Source: an optimization exercise on an open RTL-to-GDS flow (aim: small area and a short achievable clock period). Production flows keep margins and buffers that such runs may drop.
The RTL was checked by simulation tests, not by an equivalence proof against the original design.

==> flow/design.v <==
module float_adder(
    input   clk,
    input   rst,
    input   [31:0]  x,
    input   [31:0]  y,
    output  [31:0]  z,
    output  [1:0]   overflow  
);
    reg [2:0] cnt;
    always @(posedge clk or negedge rst) begin
        if (!rst)
            cnt <= 3'd0;
        else if (cnt != 3'd7)
            cnt <= cnt + 3'd1;
    end
    wire [8:0] d = {1'b0, x[30:23]} - {1'b0, y[30:23]};
    reg [31:0] cg, ce;
    integer cl, cj;
    always @(*) begin
        cg = {1'b0, x[30:0] & ~y[30:0]};
        ce = {1'b1, ~(x[30:0] ^ y[30:0])};
        for (cl = 0; cl < 5; cl = cl + 1)
            for (cj = 0; cj < 32; cj = cj + (2 << cl)) begin
                cg[cj] = cg[cj + (1 << cl)] | (ce[cj + (1 << cl)] & cg[cj]);
                ce[cj] = ce[cj + (1 << cl)] & ce[cj];
            end
    end
    wire x_gt = cg[0];
    wire zx = (x[30:0] == 31'd0);
    wire zy = (y[30:0] == 31'd0);
    reg [31:0] xr, yr;
    reg [8:0]  i_d;
    reg        i_xb, i_hx, i_hy;
    always @(posedge clk) begin
        i_hx <= ~zx;             
        i_hy <= ~zy | zx;        
        xr   <= x;
        yr   <= y;
        i_d  <= d;
        i_xb <= x_gt;
    end
    wire [7:0] ex = xr[30:23], ey = yr[30:23];
    wire [22:0] mx = xr[22:0], my = yr[22:0];
    wire sx = xr[31], sy = yr[31];
    wire sub = sx ^ sy;
    wire neg = i_d[8];                   
    wire hx = i_hx, hy = i_hy;
    wire [23:0] s_sml = i_xb ? {hy, my} : (neg ? {1'b0, hx, mx[22:1]} : {hx, mx});
    wire [4:0]  sh    = i_d[4:0] ^ {5{neg}};
    wire        far   = neg ? (i_d[7:5] != 3'b111) : (i_d[7:5] != 3'b000);
    wire [23:0] s_al  = far ? 24'd0 : (s_sml >> sh);
    wire [22:0] m_big = i_xb ? mx : my;         
    wire [7:0]  e_big = i_xb ? ex : ey;
    wire ex1 = (ex == 8'd255), ey1 = (ey == 8'd255);
    wire nan  = (ex1 && (mx != 23'd0)) || (ey1 && (my != 23'd0));
    wire spec = ex1 || ey1;
    wire ones = nan || (ex1 && ey1 && sub);
    wire sgn = spec ? (sx | nan) : (i_xb ? sx : sy);
    reg [22:0] a_big;
    reg [23:0] a_sml;
    reg [7:0]  a_e;
    reg a_sgn, a_sub, a_spec, a_ones;
    always @(posedge clk) begin
        a_big  <= m_big;
        a_sml  <= s_al ^ {24{sub}};
        a_e    <= e_big;
        a_sgn  <= sgn;
        a_sub  <= sub;
        a_spec <= spec;
        a_ones <= ones;
    end
    wire [23:0] pa = {1'b1, a_big};
    wire [24:0] g0 = {pa & a_sml, a_sub};
    wire [24:0] p0 = {pa ^ a_sml, 1'b0};
    reg  [24:0] gg, pp;
    integer l, j;
    always @(*) begin
        gg = g0;
        pp = p0;
        for (l = 0; l < 5; l = l + 1)
            for (j = 0; j < 25; j = j + 1)
                if (j[l]) begin
                    gg[j] = gg[j] | (pp[j] & gg[((j >> l) << l) - 1]);
                    pp[j] = pp[j] & pp[((j >> l) << l) - 1];
                end
    end
    wire [24:0] sum = {gg[24] & ~a_sub, p0[24:1] ^ gg[23:0]};
    reg [24:0] m_sum;
    reg [7:0]  m_ep1;        
    reg m_sgn, m_spec, m_ones;
    always @(posedge clk) begin
        m_sum  <= sum;
        m_ep1  <= a_e + 8'd1;
        m_sgn  <= a_sgn;
        m_spec <= a_spec;
        m_ones <= a_ones;
    end
    wire e0 = (m_ep1 == 8'd1);
    wire [24:0] lzin = {m_sum[24], m_sum[23] | e0, m_sum[22:0]};
    reg [4:0] k;
    integer i;
    always @(*) begin
        k = 5'd0;
        for (i = 0; i < 25; i = i + 1)
            if (lzin[i]) k = 5'd24 - i[4:0];
    end
    wire [23:0] crs  = m_sum[23:0] << {k[4:3], 3'b000};
    wire zero = (m_sum == 25'd0);
    wire ovf  = m_sum[24] && (m_ep1 == 8'd255);
    reg [23:0] n_m;
    reg [4:0]  n_k;
    reg [7:0]  n_ep1;
    reg        n_ones, n_clr, n_e255, n_e0;
        always @(posedge clk) begin
        n_m    <= crs;
        n_k    <= k;
        n_ep1  <= m_ep1;
        n_ones <= m_spec & m_ones;
        n_clr  <= m_spec | ovf;
        n_e255 <= m_spec | ovf;
        n_e0   <= zero & ~m_spec;
    end
    reg        z_s;
    reg [1:0]  z_ov;
    always @(posedge clk) begin
        if (cnt == 3'd3) begin
            z_s    <= (zero & ~m_spec) ? 1'b0 : m_sgn;
            z_ov   <= m_spec ? 2'b11 : {1'b0, ovf};
        end
    end
    wire [23:0] fin = n_m << n_k[2:0];
    reg [22:0] z_m;
    reg [7:0]  z_e;
    always @(posedge clk) begin
        if (cnt == 3'd4) begin
        z_m <= n_ones ? {23{1'b1}} : (n_clr ? 23'd0 : fin[23:1]);
        z_e <= n_e255 ? 8'd255 : (n_e0 ? 8'd0 : n_ep1 - {3'd0, n_k});
        end
    end
    assign z = {z_s, z_e, z_m};
    assign overflow = z_ov;
endmodule
clock: 5.0 ns
lec_check: 0
abc_area: 1
cap_margin: 10
core_margin: 2
core_utilization: 62
setup_slack_margin: 2.6
slew_margin: 10
standard.sh (not shown) runs the stock make flow with config.mk's settings and CLKGATE_MAP_FILE= SYNTH_SCRIPT=/design/flow/synth_recipe.tcl, a recipe that flattens the netlist after the stock synthesis.
==> flow/flow/run.sh <==
#!/bin/bash
# Standard layout (standard.sh), with port buffers made from a plain buffer
# cell and clock tree synthesis without dummy loads.
set -euo pipefail
export BUFFER_PORTS_ARGS="-buffer_cell sky130_fd_sc_hd__buf_1"
export CTS_ARGS="-sink_clustering_enable -repair_clock_nets -dont_use_dummy_load -buf_list sky130_fd_sc_hd__clkbuf_16 -sink_clustering_size 24 -sink_clustering_max_diameter 120"
bash standard.sh > standard.log 2>&1
Then changed:
--- a/flow/design.v
+++ b/flow/design.v
@@ -15,16 +15,5 @@
     end
     wire [8:0] d = {1'b0, x[30:23]} - {1'b0, y[30:23]};
-    reg [31:0] cg, ce;
-    integer cl, cj;
-    always @(*) begin
-        cg = {1'b0, x[30:0] & ~y[30:0]};
-        ce = {1'b1, ~(x[30:0] ^ y[30:0])};
-        for (cl = 0; cl < 5; cl = cl + 1)
-            for (cj = 0; cj < 32; cj = cj + (2 << cl)) begin
-                cg[cj] = cg[cj + (1 << cl)] | (ce[cj + (1 << cl)] & cg[cj]);
-                ce[cj] = ce[cj + (1 << cl)] & ce[cj];
-            end
-    end
-    wire x_gt = cg[0];
+    wire x_gt = x[30:0] > y[30:0];       
     wire zx = (x[30:0] == 31'd0);
     wire zy = (y[30:0] == 31'd0);
@@ -70,20 +59,6 @@
         a_ones <= ones;
     end
-    wire [23:0] pa = {1'b1, a_big};
-    wire [24:0] g0 = {pa & a_sml, a_sub};
-    wire [24:0] p0 = {pa ^ a_sml, 1'b0};
-    reg  [24:0] gg, pp;
-    integer l, j;
-    always @(*) begin
-        gg = g0;
-        pp = p0;
-        for (l = 0; l < 5; l = l + 1)
-            for (j = 0; j < 25; j = j + 1)
-                if (j[l]) begin
-                    gg[j] = gg[j] | (pp[j] & gg[((j >> l) << l) - 1]);
-                    pp[j] = pp[j] & pp[((j >> l) << l) - 1];
-                end
-    end
-    wire [24:0] sum = {gg[24] & ~a_sub, p0[24:1] ^ gg[23:0]};
+    wire [25:0] s_res = {2'b01, a_big, 1'b1} + {a_sub, a_sml, a_sub};
+    wire [24:0] sum = {s_res[25] & ~a_sub, s_res[24:1]};
     reg [24:0] m_sum;
     reg [7:0]  m_ep1;        
- synthesized cell count rose by 4.7%
- final area goes up by 3.1%
- utilization rose by 1.6 points
- routed wire length went up by about 12%
- register-to-register slack barely changes

## separate check: timing with driven ports
In the flow no input, the clock included, has a driving cell. The finished layouts below were timed again as built, in two steps.
Step 1 (the two cells are an assumption about what drives the block):
set clk [get_ports {clk}]
set_driving_cell -lib_cell sky130_fd_sc_hd__clkbuf_16 $clk
set_driving_cell -lib_cell sky130_fd_sc_hd__buf_2 [delete_from_list [all_inputs] $clk]
Step 2 moves the port delays by t, midway between the first and last clock arrival at a register: inputs arrive t later, outputs are due t later. That takes back most of the time a late clock gives input paths.
a / b / c = no drivers / after step 1 / after step 2; a / b = the first two.
run	t, ns	setup WS [ns]	worst hold slack (ns)
the first run	0.502	2.705 / 2.719 / 2.228	0.319 / 0.295 / 0.332
the second run	0.500	2.706 / 2.706 / 2.285	0.327 / 0.310 / 0.332
After both steps every run listed still meets setup and hold. For the first run, which loses most, drivers alone change the setup slack by +0.014 ns; drivers and shift together by -0.477 ns.
